Background: an optimization exercise with open tools, aiming at a short achievable clock period and few clock cycles. Do not read the settings as production practice.
In this exercise RTL edits were held to simulation tests only and were not proved equivalent to the original.
No activity file was given, so power comes from the tool's default toggle rates.

[design.v]
module cpu
(
    input   logic           clk,
    input   logic           rst,
    output  logic   [31:0]  imem_addr,
    output  logic   [3:0]   imem_rmask,
    input   logic   [31:0]  imem_rdata,
    input   logic           imem_resp,
    output  logic   [31:0]  dmem_addr,
    output  logic   [3:0]   dmem_rmask,
    output  logic   [3:0]   dmem_wmask,
    input   logic   [31:0]  dmem_rdata,
    output  logic   [31:0]  dmem_wdata,
    input   logic           dmem_resp
);
    localparam logic [6:0] OP_LUI   = 7'b0110111;
    localparam logic [6:0] OP_AUIPC = 7'b0010111;
    localparam logic [6:0] OP_JAL   = 7'b1101111;
    localparam logic [6:0] OP_JALR  = 7'b1100111;
    localparam logic [6:0] OP_BR    = 7'b1100011;
    localparam logic [6:0] OP_LOAD  = 7'b0000011;
    localparam logic [6:0] OP_STORE = 7'b0100011;
    localparam logic [6:0] OP_IMM   = 7'b0010011;
    localparam logic [6:0] OP_REG   = 7'b0110011;
    logic [31:0] fpc;           
    logic        ipend;         
    logic        ikill;         
    logic [31:0] req_pc;        
    logic        bv0, bv1;      
    logic [31:0] bi0, bi1, bp0, bp1;
    logic        e_valid;
    logic [31:0] e_rs1v, e_rs2v, e_opb, e_imm, e_alt, e_btgt, e_pc4;
    logic        e_fm1, e_fw1, e_fm2, e_fw2, e_immb;
    logic        e_use_alt, e_sub, e_sra;
    logic [2:0]  e_f3;
    logic [4:0]  e_rd;
    logic        e_wen, e_isload, e_isstore, e_isbr, e_bpred, e_bredir, e_jalr;
    logic        m_valid;
    logic [31:0] m_res, m_wdata;
    logic [31:2] m_addr;
    logic [3:0]  m_wmask;
    logic [4:0]  m_rd;
    logic        m_wen, m_isload, m_isstore, m_alt;
    logic [2:0]  m_f3;
    logic [1:0]  m_off;
    logic        dpend;
    logic        w_valid;
    logic [31:0] w_res;
    logic [4:0]  w_rd;
    logic        w_wen, w_isload;
    logic [2:0]  w_f3;
    logic [1:0]  w_off;
    logic [31:0] rf [1:31];
    logic        w_wait, wb_we;
    logic [31:0] ld_shift, ld_val, wb_val;
    assign w_wait = w_valid & w_isload & ~dmem_resp;
    always_comb begin
        ld_shift = dmem_rdata >> {w_off, 3'b000};
        case (w_f3)
            3'b000:  ld_val = {{24{ld_shift[7]}}, ld_shift[7:0]};
            3'b001:  ld_val = {{16{ld_shift[15]}}, ld_shift[15:0]};
            3'b100:  ld_val = {24'd0, ld_shift[7:0]};
            3'b101:  ld_val = {16'd0, ld_shift[15:0]};
            default: ld_val = dmem_rdata;
        endcase
        wb_val = w_isload ? ld_val : w_res;
    end
    assign wb_we = w_valid & w_wen & ~w_wait;
    always_ff @(posedge clk) begin
        if (wb_we) rf[w_rd] <= wb_val;
    end
    logic port_free, m_mem, m_stall;
    assign port_free  = ~dpend | dmem_resp;
    assign m_mem      = m_valid & (m_isload | m_isstore);
    assign m_stall    = dpend & ~dmem_resp & (m_mem | (w_valid & w_isload));
    assign dmem_addr  = {m_addr, 2'b00};
    assign dmem_wdata = m_wdata;
    assign dmem_rmask = {4{m_valid & m_isload & port_free}};
    assign dmem_wmask = m_wmask & {4{port_free}};
    logic [31:0] opa, ops, opb, alu_res, e_res, agu, e_tgt;
    logic        eq, lt, ltu, taken, e_adv, e_redirect;
    logic [3:0]  e_wmask;
    logic [31:0] e_wdata;
    assign opa = e_fm1 ? m_res : e_fw1 ? wb_val : e_rs1v;
    assign ops = e_fm2 ? m_res : e_fw2 ? wb_val : e_rs2v;
    assign opb = e_immb ? e_opb : ops;
    logic [31:0] bra, brb, jagu;
    assign bra  = e_fm1 ? m_res : e_fw1 ? w_res : e_rs1v;
    assign brb  = e_fm2 ? m_res : e_fw2 ? w_res : e_rs2v;
    assign jagu = bra + e_imm;
    logic [63:0] sr64;
    assign sr64 = {{32{e_sra & opa[31]}}, opa} >> opb[4:0];
    always_comb begin
        case (e_f3)
            3'b000:  alu_res = e_sub ? opa - opb : opa + opb;
            3'b001:  alu_res = opa << opb[4:0];
            3'b010:  alu_res = {31'd0, (opa[31] ^ opb[31]) ? opa[31] : (opa < opb)};
            3'b011:  alu_res = {31'd0, opa < opb};
            3'b100:  alu_res = opa ^ opb;
            3'b101:  alu_res = sr64[31:0];
            3'b110:  alu_res = opa | opb;
            default: alu_res = opa & opb;
        endcase
        e_res = e_use_alt ? e_alt : alu_res;
    end
    assign agu = opa + e_imm;
    assign eq  = (bra == brb);
    assign lt  = (bra[31] ^ brb[31]) ? bra[31] : (bra < brb);
    assign ltu = bra < brb;
    always_comb begin
        case (e_f3)
            3'b000:  taken = eq;
            3'b001:  taken = ~eq;
            3'b100:  taken = lt;
            3'b101:  taken = ~lt;
            3'b110:  taken = ltu;
            default: taken = ~ltu;
        endcase
    end
    always_comb begin
        e_wmask = 4'b0000;
        if (e_isstore) begin
            case (e_f3[1:0])
                2'b00:   e_wmask = 4'b0001 << agu[1:0];
                2'b01:   e_wmask = {agu[1], agu[1], ~agu[1], ~agu[1]};
                default: e_wmask = 4'b1111;
            endcase
        end
        case (e_f3[1:0])
            2'b00:   e_wdata = {4{ops[7:0]}};
            2'b01:   e_wdata = {2{ops[15:0]}};
            default: e_wdata = ops;
        endcase
    end
    assign e_adv      = ~m_stall;
    assign e_redirect = e_valid & e_adv & (e_jalr | (e_isbr & (e_bpred ? ~taken : (e_bredir & taken))));
    assign e_tgt      = e_jalr ? {jagu[31:1], 1'b0} : e_bpred ? e_pc4 : e_btgt;
    logic        arriving, d_valid, d_adv, loaduse, issue, d_redirect;
    logic [31:0] d_inst, d_pc;
    logic [6:0]  d_op;
    logic [4:0]  d_rd, d_rs1, d_rs2;
    logic [2:0]  d_f3;
    logic        d_lui, d_auipc, d_jal, d_jalr, d_br, d_load, d_store, d_opimm, d_opreg;
    logic        d_use1, d_use2, d_wen, d_bwd;
    logic [31:0] i_imm, s_imm, b_imm, u_imm, j_imm;
    logic [31:0] rv1_in, rv2_in, rv1_buf, rv2_buf, rv1, rv2;
    logic [31:0] d_btgt, d_jtgt, d_pc4, d_alt, d_tgt;
    logic        jr_e, jr_m, jr_known;
    logic [31:0] jr_base, jr_tgt;
    assign arriving = ipend & imem_resp & ~ikill;
    assign d_valid  = bv0 | arriving;
    assign d_inst   = bv0 ? bi0 : imem_rdata;
    assign d_pc     = bv0 ? bp0 : req_pc;
    assign d_op  = d_inst[6:0];
    assign d_rd  = d_inst[11:7];
    assign d_rs1 = d_inst[19:15];
    assign d_rs2 = d_inst[24:20];
    assign d_f3  = d_inst[14:12];
    assign d_lui   = d_op == OP_LUI;
    assign d_auipc = d_op == OP_AUIPC;
    assign d_jal   = d_op == OP_JAL;
    assign d_jalr  = d_op == OP_JALR;
    assign d_br    = d_op == OP_BR;
    assign d_load  = d_op == OP_LOAD;
    assign d_store = d_op == OP_STORE;
    assign d_opimm = d_op == OP_IMM;
    assign d_opreg = d_op == OP_REG;
    assign d_use1 = d_jalr | d_br | d_load | d_store | d_opimm | d_opreg;
    assign d_use2 = d_br | d_store | d_opreg;
    assign d_wen  = (d_lui | d_auipc | d_jal | d_jalr | d_load | d_opimm | d_opreg) & (d_rd != 5'd0);
    assign d_bwd  = d_inst[31];
    assign i_imm = {{20{d_inst[31]}}, d_inst[31:20]};
    assign s_imm = {{20{d_inst[31]}}, d_inst[31:25], d_inst[11:7]};
    assign b_imm = {{19{d_inst[31]}}, d_inst[31], d_inst[7], d_inst[30:25], d_inst[11:8], 1'b0};
    assign u_imm = {d_inst[31:12], 12'd0};
    assign j_imm = {{11{d_inst[31]}}, d_inst[31], d_inst[19:12], d_inst[20], d_inst[30:21], 1'b0};
    function automatic logic [31:0] rread(input logic [4:0] s, input logic byp, input logic [31:0] bv);
        if (s == 5'd0)  rread = 32'd0;
        else if (byp)   rread = bv;
        else            rread = rf[s];
    endfunction
    wire [4:0] in_rs1  = imem_rdata[19:15];
    wire [4:0] in_rs2  = imem_rdata[24:20];
    wire [4:0] buf_rs1 = bi0[19:15];
    wire [4:0] buf_rs2 = bi0[24:20];
    wire       wbyp    = w_valid & w_wen;
    assign rv1_in  = rread(in_rs1,  wbyp & (w_rd == in_rs1),  wb_val);
    assign rv2_in  = rread(in_rs2,  wbyp & (w_rd == in_rs2),  wb_val);
    assign rv1_buf = rread(buf_rs1, wbyp & (w_rd == buf_rs1), wb_val);
    assign rv2_buf = rread(buf_rs2, wbyp & (w_rd == buf_rs2), wb_val);
    assign rv1 = bv0 ? rv1_buf : rv1_in;
    assign rv2 = bv0 ? rv2_buf : rv2_in;
    assign d_pc4  = d_pc + 32'd4;
    assign d_btgt = d_pc + b_imm;
    assign d_jtgt = d_pc + j_imm;
    assign d_alt  = d_lui ? u_imm : d_auipc ? d_pc + u_imm : d_pc4;
    assign jr_e     = e_valid & e_wen & (e_rd == d_rs1);
    assign jr_m     = m_valid & m_wen & (m_rd == d_rs1);
    assign jr_known = jr_e ? e_use_alt : (jr_m & ~m_isload);
    assign jr_tgt   = jr_e ? e_alt + i_imm : m_res + i_imm;
    logic d_ctl;
    assign d_ctl   = d_br | (d_jalr & ~jr_known);
    assign loaduse = (e_valid & e_isload & e_wen &
                      ((d_use1 & (d_rs1 == e_rd)) | (d_use2 & (d_rs2 == e_rd)))) |
                     (d_ctl & m_valid & m_isload & m_wen &
                      ((d_rs1 == m_rd) | (d_br & (d_rs2 == m_rd))));
    logic d_go;
    assign d_go    = d_valid & ~m_stall & ~loaduse;
    assign d_adv   = d_go & ~e_redirect;
    logic d_jr_fast;
    assign d_jr_fast  = d_jalr & jr_known;
    logic d_redir0;
    assign d_redir0   = d_go & (d_jal | (d_br & d_bwd) | d_jr_fast);
    assign d_redirect = d_redir0 & ~e_redirect;
    assign d_tgt      = d_jal ? d_jtgt : d_br ? d_btgt : {jr_tgt[31:1], 1'b0};
    logic redirect;
    assign redirect   = e_redirect | d_redirect;
    assign issue      = ~bv0 & (~ipend | imem_resp);
    assign imem_rmask = {4{issue}};
    assign imem_addr  = fpc;
    always_ff @(posedge clk) begin
        if (rst) begin
            fpc   <= 32'h6000_0000;
            ipend <= 1'b0;
            ikill <= 1'b0;
            bv0   <= 1'b0;
            bv1   <= 1'b0;
        end else begin
            fpc <= e_redirect ? {e_tgt[31:2], 2'b00} :
                   d_redir0   ? {d_tgt[31:2], 2'b00} :
                   issue      ? fpc + 32'd4 : fpc;
            if (issue) req_pc <= fpc;
            ipend <= issue | (ipend & ~imem_resp);
            ikill <= redirect ? (issue | (ipend & ~imem_resp)) : (~issue & ~imem_resp & ikill);
            if (redirect) begin
                bv0 <= 1'b0;
                bv1 <= 1'b0;
            end else if (bv0) begin
                if (d_adv) begin
                    if (bv1) bv1 <= arriving;
                    else     bv0 <= arriving;
                end else if (arriving) begin
                    bv1 <= 1'b1;
                end
            end else if (arriving & ~d_adv) begin
                bv0 <= 1'b1;
            end
        end
    end
    always_ff @(posedge clk) begin
        if (bv0 & d_go & bv1) begin
            bi0 <= bi1; bp0 <= bp1;
        end else if (bv0 ? d_go : ~d_go) begin
            bi0 <= imem_rdata; bp0 <= req_pc;
        end
        if (bv0 & (~bv1 | d_go)) begin
            bi1 <= imem_rdata; bp1 <= req_pc;
        end
    end
    always_ff @(posedge clk) begin
        if (rst) begin
            e_valid <= 1'b0;
            m_valid <= 1'b0;
            w_valid <= 1'b0;
            m_wmask <= 4'b0000;
            dpend   <= 1'b0;
        end else begin
            dpend <= (m_mem & port_free) | (dpend & ~dmem_resp);
            if (!w_wait) begin
                w_valid <= m_valid & ~m_stall;
                if (!m_stall) begin
                    w_res    <= m_res;
                    w_rd     <= m_rd;
                    w_wen    <= m_wen;
                    w_isload <= m_isload;
                    w_f3     <= m_f3;
                    w_off    <= m_off;
                end
            end
            if (!m_stall) begin
                m_valid   <= e_valid;
                m_res     <= e_res;
                m_addr    <= agu[31:2];
                m_off     <= agu[1:0];
                m_wmask   <= e_valid ? e_wmask : 4'b0000;
                m_wdata   <= e_wdata;
                m_rd      <= e_rd;
                m_wen     <= e_wen;
                m_isload  <= e_isload;
                m_isstore <= e_isstore;
                m_f3      <= e_f3;
            end
            if (m_stall) begin
                if (e_fw1 & ~w_wait) begin e_rs1v <= wb_val; e_fw1 <= 1'b0; end
                if (e_fw2 & ~w_wait) begin e_rs2v <= wb_val; e_fw2 <= 1'b0; end
            end else begin
                e_valid   <= d_adv;
                e_rs1v    <= rv1;
                e_rs2v    <= rv2;
                e_opb     <= i_imm;
                e_immb    <= ~d_opreg;
                e_imm     <= d_store ? s_imm : i_imm;
                e_alt     <= d_alt;
                e_btgt    <= d_btgt;
                e_pc4     <= d_pc4;
                e_fm1     <= e_valid & e_wen & (e_rd == d_rs1);
                e_fm2     <= e_valid & e_wen & (e_rd == d_rs2);
                e_fw1     <= m_valid & m_wen & (m_rd == d_rs1);
                e_fw2     <= m_valid & m_wen & (m_rd == d_rs2);
                e_use_alt <= d_lui | d_auipc | d_jal | d_jalr;
                e_sub     <= d_opreg & d_inst[30];
                e_sra     <= d_inst[30];
                e_f3      <= d_f3;
                e_rd      <= d_rd;
                e_wen     <= d_wen & d_adv;
                e_isload  <= d_load & d_adv;
                e_isstore <= d_store & d_adv;
                e_isbr    <= d_br & d_adv;
                e_bpred   <= d_bwd;
                e_bredir  <= b_imm != 32'd4;
                e_jalr    <= d_jalr & ~d_jr_fast & d_adv;
            end
        end
    end
endmodule
[run.sh]
#!/bin/bash
# synth_recipe.tcl (not shown) runs the flow's synth.tcl, then flattens the netlist and writes it again
# the make line also repeats each setting of config.mk as NAME=value (left out here)
make -C /OpenROAD-flow-scripts/flow DESIGN_CONFIG=/design/flow/config.mk WORK_HOME=/design/flow/orfs CLKGATE_MAP_FILE= SYNTH_SCRIPT=/design/flow/synth_recipe.tcl finish
[config.mk]
export PLATFORM = sky130hd
export DESIGN_NAME = cpu
export DESIGN_NICKNAME = cpu
export VERILOG_FILES = /design/flow/design.v
export SDC_FILE = /design/flow/constraint.sdc
export NUM_CORES = 4
export LEC_CHECK = 0
export ABC_CLOCK_PERIOD_IN_PS = 4000
export CAP_MARGIN = 20
export CORE_MARGIN = 2
export CORE_UTILIZATION = 40
export PLACE_DENSITY = 0.6
export SETUP_SLACK_MARGIN = 5
export SLEW_MARGIN = 20
export TNS_END_PERCENT = 100
[constraint.sdc]
create_clock -name core_clock -period 12.0 [get_ports {clk}]
set_input_delay 2.4000 -clock core_clock [delete_from_list [all_inputs] [get_ports {clk}]]
set_output_delay 2.4000 -clock core_clock [all_outputs]
set_load 0.01 [all_outputs]
==> results.txt <==
==> cells in the mapped netlist, drive strengths merged (58+ instances only) <==
cell	n
mux4	1153
a211oi	64
a22o	59
o22ai	85
o21a	87
ha	282
nand2	546
nor3	82
buf	227
nor2	580
a21o	91
a21oi	639
nand3	70
clkbuf	410
o21ai	424
mux2	131
nor2b	77
edfxtp	1489
inv	215
xor2	97
mux2i	436
a31oi	58
xnor2	152
==> flip-flops by register name (all words and copies together), names as in the netlist, 32 cells and up, named ones only <==
signal and count:
bi1 32, e_rs1v 32, bi0 32, e_rs2v 32, m_res 32, m_wdata 32, w_res 32, rf 992
==> kinds of logic (layout without fill, tap and decap cells) <==
| group | after synthesis | after routing |
|---|---|---|
| XOR/XNOR | 249 | 249 |
| flip-flops | 1541 | 1541 |
| multiplexers | 1720 | 1720 |
| adder cells (fa/ha/maj) | 288 | 288 |
| AO/OA/AOI/OAI | 1878 | 1881 |
| buffers and inverters | 856 | 1020 |
| other | 1 | 13 |
| AND/OR/NAND/NOR | 1639 | 1643 |
==> what timing repair did <==
item	CTS	global route
pin swaps	30	33
cloned	7	2
endpoints found under the setup margin	41	47
gates resized for setup	139	90
hold buffers	0	0
hold endpoints to repair	0	0
buffers inserted	29	22
==> worst paths after layout <==
| path | endpoint | start |
|---|---|---|
| max reg2reg | fpc[31]$_SDFFE_PP0P_ | e_fw1$_SDFFCE_PP0P_ |
| min reg2reg | w_f3[1]$_DFFE_PP_ | m_f3[1]$_DFFE_PP_ |
| max | m_res[2]$_DFFE_PP_ | dmem_rdata[23] |
| min | w_f3[1]$_DFFE_PP_ | m_f3[1]$_DFFE_PP_ |
==> metal layers <==
layer  up-vias  track usage [%]
met2      5542             49.4
met5         -                0
met4        14             20.8
met3      1239             7.92
met1     41169             38.7
li1      32929                -
==> stage by stage <==
| stage | utilization (%) | instances |
|---|---|---|
| floorplan | - | 8175 |
| global placement | 42.4 | 11486 |
| detailed placement | 42.4 | 11488 |
| CTS | 45.0 | 11855 |
| global route | 45.2 | 11880 |
| finish | 45.2 | 11888 |
==> critical path: stages <==
cell             delay (ns)
clkdlybuf4s50_1        0.51
mux2i_1                0.11
mux4_2                 0.56
buf_4                  0.17
o31ai_4                0.20
buf_4                  0.42
o221a_1                0.86
and2_1                 0.58
nand2_1                0.11
o21ai_0                0.11
a21oi_1                0.34
mux2_2                 0.46
or2_1                  0.22
a21oi_1                0.41
o21a_1                 0.20
==> cell type report <==
cell class | count | area (µm²) | share of cell area [%]
sequential | 1541 | 45800 | 38.3
inverter | 219 | 831 | 0.694
tap | 3533 | 4420 | 3.69
clock inverter | 107 | 1150 | 0.962
antenna | 9 | 22.5 | 0.0188
timing repair buffer | 470 | 4240 | 3.54
multi-input combinational | 5785 | 58400 | 48.8
clock buffer | 224 | 4840 | 4.04
==> report_power, final <==
part / total [mW] / switching, mW / leakage (nW) / internal (mW)
Combinational: 5.53 / 3.28 / 24.0 / 2.25
Sequential: 6.66 / 0.360 / 14.2 / 6.30
Clock: 5.73 / 2.40 / 2.91 / 3.32
==> out/results.ini <==
[synthesis]
ys_warn_count = 1
synthFlopType = edfxtp_1
synth-seq-cells = 1541
ys_seq_area_share_pct = 43.1
synthArstFlopShare_pct = 0
synth.area.top_cells = edfxtp_1, mux4_2, mux2i_1
synth_top_family_by_area = multiplexers
synth_cells = 8172
synth_edf_count = 1489
syn_area_mm2 = 0.106
synth_compound_area_share_pct = 11.3
syn_area_per_cell_um2 = 13.0
synth_top_area_share_pct = 42.1
synth-simple-area-share_pct = 6.93
synth_cell_types = 109
muxShareOfSynthArea_pct = 30.0
synth.largest_area_cell = edfxtp_1
synthAdderAreaFrac_pct = 3.44
synth_xor_area_share_pct = 2.06

[pwr]
power_density_mw_per_mm2 = 150
p_leak_nw = 41.1
power_mw = 17.9
ir_drop_mv = 0.115

[sta]
hold_viol_final = 0
hold_slack_ns = 0.430
worstMarginPinSlew_ns = 1.30
fmax_mhz = 143
rsz0062_at_grt = yes
layout_setup_ws_ns = 4.99
fin_tns_setup_ns = 0
setup_viol = 0
finalMaxSlewViolations = 0
fin_crit_sh_pct = 58.4
fin_crit_ns = 7.01
slew_headroom_pct = 12.1
finClkSkew_ns = 0.126

[cts]
cts.sinks = 1541
htreeDepth = 4
numCtsBuffers = 183
insertion_delay_ns = 0.91
tritoncts = yes
clkTransAtPathRegs_ns = 0.06
root_buffer = clkbuf_16
cts_max_path_buffers = 4

[grt]
grt_pass1_vias = 78043
grt_max_degree = 136
grt_usage_pct = 31.5
grt_pass1_wl_mm = 604
grt_overflow = 0
antenna_found_initial = 18

[critical_path]
path_max_fanout = 36
required_ns = 12.72
end_kind = flip-flop
startpoint_type = primary input
r2r_cells = 18
worstPathArrival_ns = 7.73
rrSetupSlack_ns = 5.20
path_class = primary input to flip-flop

[layout]
nets = 8556
final_cell_mix = edfxtp_1, mux4_2, a21oi_1
drive_gt1_share_pct = 25.8
num-fill-cells = 23484
final_common_cell = edfxtp_1
final_area_mm2 = 0.120
syn_to_final_growth_pct = 12.8

[detailed_routing]
dr.pass1.iters = 6
wl_per_cell_um = 36.7
drt_iter0_markers = 10615
vias_per_cell = 6.80
routed-wl-met3_mm = 48.9
met1_length_mm = 153
wirelength_mm = 437
dr.max_layer_used = met5
remaining_drc_errors = 0
vias = 80893
ant_nets = 0
wl_met2_mm = 200

[placement]
place.gp.congestion = 1.03
port_buffers = 171
placement.cell_area_mm2 = 0.112
dp.final_hpwl_mm = 288
dp_slack_ns = 2.97

[die]
die_x_um = 519
placementRows = 189
ios = 176
dieArea_mm2 = 0.269
die_y_um = 519
start_util_pct = 40.1
fp.coreArea_mm2 = 0.265

[min_path]
worst_hold_path.num_cells = 0
min_path_type = flip-flop to flip-flop

[job]
drv_cap = 0

[outcome]
status = timing/DRC/antenna clean

Testbench counts, summed over its fixed seeds: cycles 18,412.

-- re-timing with driven ports --
In the flow no input, the clock included, has a driving cell. The finished layout below was timed again as built, in two steps. Step 1: set_driving_cell puts a clkbuf_16 on clk and a buf_2 on each other input, an assumption about the parent block. Step 2, shift: input delay + t, output delay - t, t = (earliest + latest rising clock arrival at the registers) / 2. This alone moves slack from input paths to output paths. a / b / c = ideal / step 1 / step 2; a / b = the first two.
t, ns: 0.939
setup slack, ns: 4.993 / 5.053 / 4.114
worst setup path at the end: input to register
clock arrival spread, ns: 0.132 / 0.132
cell pins on the clock port's net: 1
After both steps this run still meets setup and hold. For this run, drivers alone change the setup slack by +0.060 ns; drivers and shift together by -0.879 ns.
